Source: an optimization exercise on an open RTL-to-GDS flow (aim: small area, a short achievable clock period and few clock cycles per item). Production flows keep margins and buffers that such runs may drop.
The RTL was checked by simulation tests, not by an equivalence proof against the original design.

## flow/design.v (module list and top-level ports; edited modules follow where they fit)
// module filter: 1151 lines
// module filter_fa: 4 lines
// module filter_ha: 4 lines
module filter
	#(parameter DWIDTH = 16)
	(input clk,
		input rst,
		output req_in,
		input ack_in,
		input [0:DWIDTH-1] data_in,
		output req_out,
		input ack_out,
		output [0:DWIDTH-1] data_out);
  // ...
==> flow/flow/run.sh <==
#!/bin/bash
# The standard layout (standard.sh: the standard flow's synthesis and ORFS flow with the
# settings of config.mk), with repair_timing asked for more setup slack than
# config.mk's SETUP_SLACK_MARGIN may ask for. The make output goes to
# standard_flow.log; ORFS's own logs stay under orfs/logs.
set -euo pipefail
MARGIN=$(cat flow/margin)
bash standard.sh SETUP_SLACK_MARGIN=$MARGIN finish > standard_flow.log 2>&1
==> flow/flow/margin <==
7.5
==> flow/standard.sh <==
#!/bin/bash
# synth_recipe.tcl (not shown) runs the flow's synth.tcl, then flattens the netlist and writes it again
# the make line also repeats each setting of config.mk as NAME=value (left out here)
make -C /OpenROAD-flow-scripts/flow DESIGN_CONFIG=/design/flow/config.mk WORK_HOME=/design/flow/orfs CLKGATE_MAP_FILE= SYNTH_SCRIPT=/design/flow/synth_recipe.tcl "${@:-finish}"
==> flow/config.mk <==
export PLATFORM = sky130hd
export DESIGN_NAME = filter
export DESIGN_NICKNAME = filter
export VERILOG_FILES = /design/flow/design.v
export SDC_FILE = /design/flow/constraint.sdc
export NUM_CORES = 4
export LEC_CHECK = 0
export ABC_AREA = 1
export CAP_MARGIN = 20
export CORE_MARGIN = 2
export CORE_UTILIZATION = 40
export SLEW_MARGIN = 20
export SYNTH_HIERARCHICAL = 1
export SYNTH_MEMORY_MAX_BITS = 16384
export SYNTH_MINIMUM_KEEP_SIZE = 0
==> flow/constraint.sdc <==
create_clock -name core_clock -period 11.0 [get_ports {clk}]
set_input_delay 2.2000 -clock core_clock [delete_from_list [all_inputs] [get_ports {clk}]]
set_output_delay 2.2000 -clock core_clock [all_outputs]
set_load 0.01 [all_outputs]
==> metrics list, run 1 <==
- Y dimension of the die: 263 um
- Among all flip-flop cells after synthesis, the most frequent one is sky130_fd_sc_hd__edfxtp_1.
- OpenSTA, run right after detailed placement, puts the worst setup slack at 6.85 ns.
* Total of clock buffers placed in the layout: 42
- TritonCTS built the clock tree.
- Entering global routing, the biggest net connects 183 pins.
- In this run the horizontal extent of the chip is 263 um.
- Diode insertion count for antenna repair: 0
- The worst register-to-register path has a setup slack of 7.21 ns.
- In this run, the number of DRC markers left after iteration 0 of detailed routing was 3055.
- Yosys mapped a number of flops with a built-in enable equal to 180.
- Grt total ovfl: 0
* Met2 layer wire length in the routed design: 44500 um
* Clock latency reported for the late side of the worst-skew pair: 0.59 ns
- For this run, global-route usage on met2 was measured as 0.444.
- Nets in the synthesized netlist: 3677
- The number of different library cells used by synthesis comes to 49.
* Worst hold path class: reg -> reg
- The cell count after synthesis came out at 3335.
- Avg Inst Size Synth: 8.06 um2
- The run finished with no timing, DRC or antenna violations.
* Core Region: 0.0668 mm2
- Max FO, Critical Path: 5
- Of all the cell area in the finished design, the clock network holds 0.0310.
* Hold buffers post-CTS: 0
* Routed wl met3: 8700 um
- Ranked by total cell area, the synthesized netlist is headed by sky130_fd_sc_hd__edfxtp_1 20%, sky130_fd_sc_hd__fa_1 18%, sky130_fd_sc_hd__nand2_1 11%.
* Crit Reg-Reg Startpoint: e1[3]$_DFFE_PN_
- Summed over all failing endpoints, the final setup total negative slack is 0 ns.
- After clock tree synthesis, the clock-pin slew on the worst setup and hold paths is 0.06 ns.
- Commonest cells after routing, fill and taps aside: 782 x sky130_fd_sc_hd__nand2_1, 324 x sky130_fd_sc_hd__inv_1, 224 x sky130_fd_sc_hd__xor2_1
- In this run the clock root is driven by a sky130_fd_sc_hd__clkbuf_16.
- Final hold analysis gives a worst-case slack of 0.484 ns.
- Clock tree buffer depth: 3
* Worst setup path end: cs2[17]$_DFFE_PN_
Testbench counts, summed over its fixed seeds: cycles 64,000, items 32,000.
==> run 2, diff against run 1 <==
==> flow/flow/margin (replaced) <==
7
==> metrics list, run 2 <==
* Multi-input logic area: 0.0170 mm2
- The hold violation total from the final report was 0.
- Fraction of the mapped netlist area in simple logic gates: 0.188
- Data required time at the worst endpoint: 11.33 ns
- Of the total synthesized cell area, the portion taken by full adders, half adders and majority gates is 0.217.
* Xor and xnor fraction of the mapped netlist area: 0.0861
- The worst register-to-register path begins at r0[3]$_SDFFE_PP0N_.
- After synthesis, the largest family of logic cells by area is adder cells.
- The number of antenna diodes came to 0 (unchanged).
* Clock latency reported for the late side of the worst-skew pair: 0.59 ns (about the same)
* Share of synthesized area spent on multiplexers: 0
- Avg Vias per Cell: 5.75
- For this configuration, the core starts out at a cell density of 0.402.
- Most common cell after layout, fill and taps aside: sky130_fd_sc_hd__nand2_1
- Yosys top cell by area: sky130_fd_sc_hd__edfxtp_1
* Worst setup EP type: register
* CTS tree: done
* Top Ports: 38
* Part of the cycle the worst path needs: 0.356
- Summing every instance area after synthesis gives 0.0269 mm2.
- Data on the critical path arrives at its endpoint at 4.24 ns.
- Compared with the post-synthesis result, the final layout area differs by 12.0%.
- Final TNS setup: 0 ns (unchanged)
- The hold-fix buffer count after cts came to 0 (unchanged).
- Commonest cells after routing, fill and taps aside: 787 x sky130_fd_sc_hd__nand2_1, 332 x sky130_fd_sc_hd__inv_1, 243 x sky130_fd_sc_hd__xor2_1
- After legalization and detailed placement, the total HPWL measured 72700 um.
- Cell chain of the critical path: inv_1 -> o22ai_1 -> xor2_1 -> fa_1 -> fa_2 -> fa_1 -> fa_1 -> fa_1 -> ha_1
- Synthesized-area fraction occupied by ao, oa, aoi and oai cells: 0.140
- The most used flip-flop cell after synthesis is sky130_fd_sc_hd__edfxtp_1.
- The clock-pin slew on the worst setup and hold paths came to 0.06 ns (about the same).
- Synthesis inferred 286 register bits.
* Yosys cell types: 49 (unchanged)
- The share of synthesized area in the top cell type comes to 0.201.
- For this run, asynchronously set or reset flops after synthesis account for 0.
* Final period demand of the worst path: 3.91 ns
- The total nets after synthesis was 3677 (unchanged).
- Classification of the worst setup path: reg -> reg
* Net count, final: 3727
- ANT nets after route: 0
- The starting DRC count in detailed routing was 2998 (-1.9%).
- Clock tree buffer depth: 3 (unchanged)
- Number of iterations in the first detailed-routing pass: 7
- Count of final max-slew check failures: 0
- For the pin with the worst max-slew slack, the measured transition is 1.01 ns.
- Share of post-route cells with drive strength above 1: 0.0971
* Number of flops mapped to enable cells by yosys: 180 (unchanged)
* Most instantiated cells after synthesis: 787 x sky130_fd_sc_hd__nand2_1, 368 x sky130_fd_sc_hd__inv_1, 243 x sky130_fd_sc_hd__xor2_1, 239 x sky130_fd_sc_hd__fa_1, 215 x sky130_fd_sc_hd__o22ai_1
* Average wire per cell in the routed design: 23.2 um
- Sequential share of the synthesized area: 0.280
- First element of the critical path: r0[3]$_SDFFE_PP0N_
- Counting the buffers created by CTS gives 29.
- Unrepaired setup endpoints after global routing: yes
- Largest regs: acc: 31 flops, cs0: 31 flops, cs1: 30 flops
- The worst setup path is launched from a register.
- Avg Inst Size Synth: 8.06 um2 (unchanged)
* Layout fillers: 6679
* DRC Markers: 0
- For this run, the number of Yosys warnings is 7.
- Run status: timing/DRC/antenna clean
* Most numerous cell on the critical path: sky130_fd_sc_hd__fa_1
* Worst hold path class: reg -> reg
- Number of cells produced by synthesis: 3335 (unchanged)
* Top cells by area in the synthesized netlist: sky130_fd_sc_hd__edfxtp_1 20%, sky130_fd_sc_hd__fa_1 18%, sky130_fd_sc_hd__nand2_1 11%
* Die width: 263 um (unchanged)
- On the worst path, the slowest cell contributes a delay of 0.46 ns.
* Max FO, Critical Path: 13 (+8)
- Number of maximum-capacitance violations: 0
* Overall die area: 0.0693 mm2
* Final worst clock skew: 0.0144 ns
- Core Region: 0.0668 mm2 (unchanged)
- Summing all flip-flop and latch instances after layout gives 0.00754 mm2.
* Slew headroom: 0.324
- TritonCTS Sinks: 286
* Origin of the worst min-delay path: rqo_n$_SDFF_PP1_
- In this run the number of H-tree levels came out at 1.
* Largest delay share family, worst path: adder cells
* Total track usage: 0.278
- Routability-driven placement finished with a final weighted congestion of 1.01.
- The pin count of the biggest net entering global routing is 171 (-6.6%).
- Y dimension of the die: 263 um (unchanged)
- For this run, the top clock speed supported by timing is 256 MHz.
- Grt total ovfl: 0 (unchanged)
- Number of antenna violations at the first check in global routing: 0
- Via count of the first global-routing pass: 23577
* Final core utilization: 0.451
* Count of port buffers added during placement: 37
- By instance count, the leading cell after synthesis is sky130_fd_sc_hd__nand2_1.
* Critical path's slowest cell: sky130_fd_sc_hd__fa_1
- The final layout contains routed wiring with a total length of 99100 um.
- Final setup fails: 0
- After floorplanning, the core was divided into 95 placement rows.
- The first global-routing pass estimated 147000 um of wire.
* Via total after detailed routing: 24608
* Buffer type at the clock tree root: sky130_fd_sc_hd__clkbuf_16
- Counting both buffers and inverters, the worst setup path holds a total of 1.
## run 2: cell counts after synthesis
No cell type changed its count.
## run 2: final timing paths
path                  endpoint  cells after the start  slack [ns]
max          cs2[16]$_DFFE_PN_                      9        7.09
min           rqo_n$_SDFF_PP1_                      2        0.49
max reg2reg  cs2[16]$_DFFE_PN_                      9        7.09
min reg2reg   rqo_n$_SDFF_PP1_                      2        0.49
## run 2: what timing repair did
item / CTS / global route
resized for setup: 16 / 57
setup buffers: 33 / 114
cloned: 0 / 4
setup endpoints to repair: 9 / 40
pin swaps: 0 / 7
## run 2: area by class of cell
class / count / area share
Tap cell: 873 / 0.0363
Sequential cell: 286 / 0.251
Multi-Input combinational cell: 2458 / 0.564
Inverter: 395 / 0.0548
Timing Repair Buffer: 211 / 0.0615
Timing Repair inverter: 4 / 0.000915
Clock buffer: 38 / 0.0266
Clock inverter: 16 / 0.00507
## run 2: per-module statistics from Yosys, one instance, submodules excluded
module,flops+latches,area [um2]
filter_fa,0,20.0
filter,286,23000
filter_ha,0,12.5
## run 2: worst register-to-register path, cell delays in order, from the launching register on
cell and delay [ns]:
sky130_fd_sc_hd__dfxtp_1 0.42, sky130_fd_sc_hd__inv_1 0.29, sky130_fd_sc_hd__o22ai_1 0.31, sky130_fd_sc_hd__xor2_1 0.27, sky130_fd_sc_hd__fa_1 0.46, sky130_fd_sc_hd__fa_2 0.41
sky130_fd_sc_hd__fa_1 0.41, sky130_fd_sc_hd__fa_1 0.42, sky130_fd_sc_hd__fa_1 0.38, sky130_fd_sc_hd__ha_1 0.27
## run 2: routing by layer
layer,up-vias,track usage,part of all wire
li1,11102,-,-
met1,11787,0.356,0.39
met2,1358,0.453,0.46
met3,361,0.0332,0.080
met4,0,0.163,0.070
met5,-,0,0
## run 2: through the flow
stage,setup slack (ns),cells,instance area (um2),hold slack (ns)
floorplan,7.19,3335,26900,0.441
global placement,6.91,4076,27600,0.484
detailed placement,6.84,4076,27600,0.483
CTS,7.01,4163,29000,0.495
global route,6.92,4281,30100,0.528
finish,7.09,4281,30100,0.490
## run 2: kinds of logic (layout without fill, tap and decap cells)
kind of cell	count (synthesis)	count (layout)
AOI/OAI and AO/OA	630	630
and+or+nand+nor	1241	1241
other	1	1
buffers and inverters	591	664
DFF	286	286
xor gates and xnor gates	264	264
adders and majority gates	322	322
==> run 3, diff against run 2 <==
--- a/flow/config.mk
+++ b/flow/config.mk
@@ -7,3 +7,2 @@
 export LEC_CHECK = 0
-export ABC_AREA = 1
 export CAP_MARGIN = 20
==> metrics list, run 3 <==
- Run status: timing/DRC/antenna clean
- Num CTS Buffers: 34 (+17%)
* Avg Vias per Cell: 6.13 (+6.6%)
* CTS tree: done
- sky130_fd_sc_hd__edfxtp_1 takes more of the synthesized area than any other cell.
- Among all flip-flop cells after synthesis, the most frequent one is sky130_fd_sc_hd__edfxtp_1.
- The count of pins over their slew limit is 0 (unchanged).
- The post-synthesis average cell area came to 9.35 um2 (+16%).
* Post-detail-place hpwl: 63300 um (-13%)
- Overall die area: 0.0694 mm2 (+0.15%)
- Post-place instance area: 0.0275 mm2 (-0.55%)
* Total track usage: 0.256 (-0.0217)
- Worst-Margin Slew: 1.13 ns (+0.117 ns)
- The final cycle utilization of the critical path came to 0.362 (+0.00595).
* Layout fillers: 6398 (-4.2%)
* Most instantiated cells after synthesis: 259 x sky130_fd_sc_hd__nand2_1, 250 x sky130_fd_sc_hd__xnor2_1, 239 x sky130_fd_sc_hd__fa_1, 208 x sky130_fd_sc_hd__clkbuf_1, 205 x sky130_fd_sc_hd__a22oi_1
* Final TNS setup: 0 ns (unchanged)
- The core utilization of the finished layout is 0.444 (-0.00609).
- The first-pass GRT wire length is 138000 um (-6.3%).
- The path depth of the worst reg2reg path is 16 (+7).
* Fmax: 251 MHz (-1.6%)
* Share of async-settable or async-resettable flops after synthesis: 0 (unchanged)
* Average wire per cell in the routed design: 24.4 um (+5.4%)
- STA classifies the critical path startpoint as a register.
* Most instantiated library cell after synthesis: sky130_fd_sc_hd__nand2_1
- Clock tree buffer depth: 3 (unchanged)
- The number of gates on the worst path with buffers counted is 16 (+7).
- Worst hold path class: reg -> reg
- Final standard cell area without fillers: 0.0297 mm2 (-1.2%)
* Placement-stage worst setup slack: 6.57 ns (-0.272 ns)
- The critical path goes through inv_2 -> fa_1 -> fa_1 -> inv_1 -> ha_2 -> inv_2 -> fa_2 -> and2b_1 -> o2111ai_2 -> a2111oi_4 -> buf_4 -> o21ai_2 -> or2_1 -> a31oi_1 -> xor2_1 -> a22o_1.
- The hold violation total from the final report was 0 (unchanged).
* Hold buffers post-CTS: 0 (unchanged)
- Slowest Stage Delay on Critical Path: 0.54 ns (+0.08 ns)
- Clock latency reported for the late side of the worst-skew pair: 0.56 ns (-0.03 ns)
* Post-synthesis instance area: 0.0269 mm2 (+0.15%)
- The maximum net fanout on the critical path came to 3 (-10).
- The flop and latch count out of synthesis came to 286 (unchanged).
- The number of buffers added on ports is 37 (unchanged).
* Total wire length: 90300 um (-8.9%)
- The combined buffer and inverter count along the critical path was 4 (+3).
- The number of failing setup endpoints in the final timing report is 0 (unchanged).
- The total number of placement rows is 95 (unchanged).
* Core Region: 0.0669 mm2 (+0.18%)
- The post-route clock skew is 0.0314 ns (+0.0170 ns).
* Yosys warning count: 7 (unchanged)
- ANT nets after route: 0 (unchanged)
- Routability congestion estimate: 1.02 (+1.7%)
* Via total after detailed routing: 22690 (-7.8%)
- Area growth from synthesis to layout: 10.5%
- Die width: 263 um (about the same)
- The minimum period implied by the final worst setup slack is 3.98 ns (+0.0654 ns).
- The post-placement cell count is 3535 (-13%).
- Number of maximum-capacitance violations: 0 (unchanged)
- The worst hold margin is 0.455 ns (-0.0350 ns).
- Via count of the first global-routing pass: 22342 (-5.2%)
- The number of antenna diodes came to 0 (unchanged).
- The post-route DRC violation count was 0 (unchanged).
- The number of iterations in the first detailed-routing pass came to 6 (-1).
* Net count, final: 3146 (-16%)
- The H-tree depth is 2 (+1).
- The share of post-route cells with drive strength above 1 is 0.105 (+0.00821).
* Setup ws final: 7.02 ns (-0.0654 ns)
* TritonCTS Sinks: 286 (unchanged)
* Slew headroom: 0.238 (-0.0858)
- Commonest cells after routing, fill and taps aside: 259 x sky130_fd_sc_hd__nand2_1, 250 x sky130_fd_sc_hd__xnor2_1, 238 x sky130_fd_sc_hd__fa_1
* Number of flops mapped to enable cells by yosys: 180 (unchanged)
* Grt total ovfl: 0 (unchanged)
- Post-synth top area share: 0.201 (-0.000309)
- Buffer type at the clock tree root: sky130_fd_sc_hd__clkbuf_16
* Pin count of the biggest net entering global routing: 142 (-17%)
- The number of non-filler instances in the completed layout is 3702 (-14%).
- The total I/O pin count was 38 (unchanged).
- Yosys cell types: 89 (+82%)
- Largest regs: acc: 31 flops, cs0: 31 flops, cs1: 30 flops
- The post-synthesis instance total is 2878 (-14%).
- Among cell families on the critical path, the largest total delay comes from adder cells.
* Initial DRC count: 2790 (-6.9%)
- The worst endpoint required time was 11.44 ns (+0.11 ns).
* Unrepaired setup endpoints after global routing: yes
- The clock-pin slew on the worst setup and hold paths is 0.06 ns (about the same).
- The sequential area share after synthesis was 0.280 (-0.000430).
- Worst setup EP type: register
- The arrival time at the worst endpoint came to 4.41 ns (+0.17 ns).
* Initial core utilization: 0.402 (about the same)
- Count of cells along the worst hold path: 2 (unchanged)
- Nets in the synthesized netlist: 3220 (-12%)
- The critical path is of the reg -> reg type.
- In the post-synthesis netlist, the biggest area contributors are sky130_fd_sc_hd__edfxtp_1 20%, sky130_fd_sc_hd__fa_1 18%, sky130_fd_sc_hd__xnor2_1 8.1%.
* Most common cell after layout, fill and taps aside: sky130_fd_sc_hd__nand2_1
- Critical path's slowest cell: sky130_fd_sc_hd__fa_1
- Number of antenna violations at the first check in global routing: 1 (+1)
- Y dimension of the die: 263 um (about the same)
[run 3: cell count changes in the layout (fill, tap and decap cells not counted), sizes merged, moves of 177 or more]
cell | previous run | this run
xnor2 | 21 | 250
o22ai | 215 | 9
xor2 | 243 | 40
nand3 | 211 | 34
a22oi | 5 | 205
nand2 | 792 | 260
[run 3: worst paths after layout]
| kind | slack (ns) | from | endpoint |
|---|---|---|---|
| worst max-delay path | 7.02 | cs2[1]$_DFFE_PN_ | out[14]$_SDFFE_PP0P_ |
| worst min-delay path | 0.45 | out[0]$_SDFFE_PP0P_ | out[0]$_SDFFE_PP0P_ |
| worst max register to register | 7.02 | cs2[1]$_DFFE_PN_ | out[14]$_SDFFE_PP0P_ |
| worst min register to register | 0.45 | out[0]$_SDFFE_PP0P_ | out[0]$_SDFFE_PP0P_ |
[run 3: logic make-up after synthesis]
group	count (synthesis)	share of synthesized area
buffers and inverters	463	0.0697
flip-flops	286	0.280
AO/OA/AOI/OAI	830	0.211
adder cells (fa/ha/maj)	322	0.216
AND/OR/NAND/NOR	629	0.104
other	1	0.000139
XOR/XNOR	290	0.0944
multiplexers	57	0.0252
[run 3: per-layer routing]
layer,wire length [um],GRT usage,up-vias
met1,36100,0.333,11065
met2,40000,0.397,1311
met4,5450,0.142,2
met5,13,0,-
met3,8770,0.0539,348
li1,-,-,9964
[run 3: worst min-delay path, delay by kind of cell (launching register included)]
family / cells / cell delay [ns]
flops: 1 / 0.31
simple gates: 1 / 0.05
compound gates: 1 / 0.05
[run 3: layout make-up]
cell class              instances  area, um2  share of cell area
well taps                     873       1090              0.0367
multi-input cells            2129      17600               0.592
repair buffers                183       1790              0.0600
clock buffers                  41        888              0.0299
inverters                     170        651              0.0219
flip-flops and latches        286       7580               0.255
clock inverters                20        153             0.00513
[run 3: timing repair]
item / CTS / global route
buffers inserted: 62 / 44
gates resized for setup: 26 / 27
setup endpoints to repair: 135 / 124
pin swaps: 2 / 9
cloned: 0 / 0
[run 3: per-module statistics from Yosys, one instance, submodules excluded]
module     flip-flops and latches  cell area, um2
filter                        286           23000
filter_fa                       0            20.0
filter_ha                       0            12.5

## separate check: timing with driven ports
Ports are ideal in the flow. The routed layouts listed here were re-timed in OpenROAD. Step 1, drivers: a clkbuf_16 drives clk and a buf_2 each remaining input, both assumed. Step 2 times the ports against the registers' clock, not the clock port: input delays grow and output delays shrink by t, the midpoint of the rising clock arrivals with the driver on. Slacks: ideal ports / drivers / drivers and shift; pairs: ideal ports / drivers.
| run | t, ns | slack for setup (ns) | worst hold slack (ns) | worst register clock-pin slew, ns | worst data-port slew with drivers (ns) |
|---|---|---|---|---|---|
| run 1 | 0.635 | 7.209 / 7.209 / 7.119 | 0.484 / 0.484 / 0.484 | 0.07 / 0.07 | 0.05 |
| run 2 | 0.639 | 7.089 / 7.089 / 7.089 | 0.490 / 0.490 / 0.490 | 0.07 / 0.07 | 0.04 |
| run 3 | 0.607 | 7.023 / 7.023 / 7.023 | 0.455 / 0.455 / 0.455 | 0.06 / 0.06 | 0.07 |
After both steps every run listed still meets setup and hold. For run 1, which loses most, drivers alone change the setup slack by 0.000 ns; drivers and shift together by -0.090 ns.
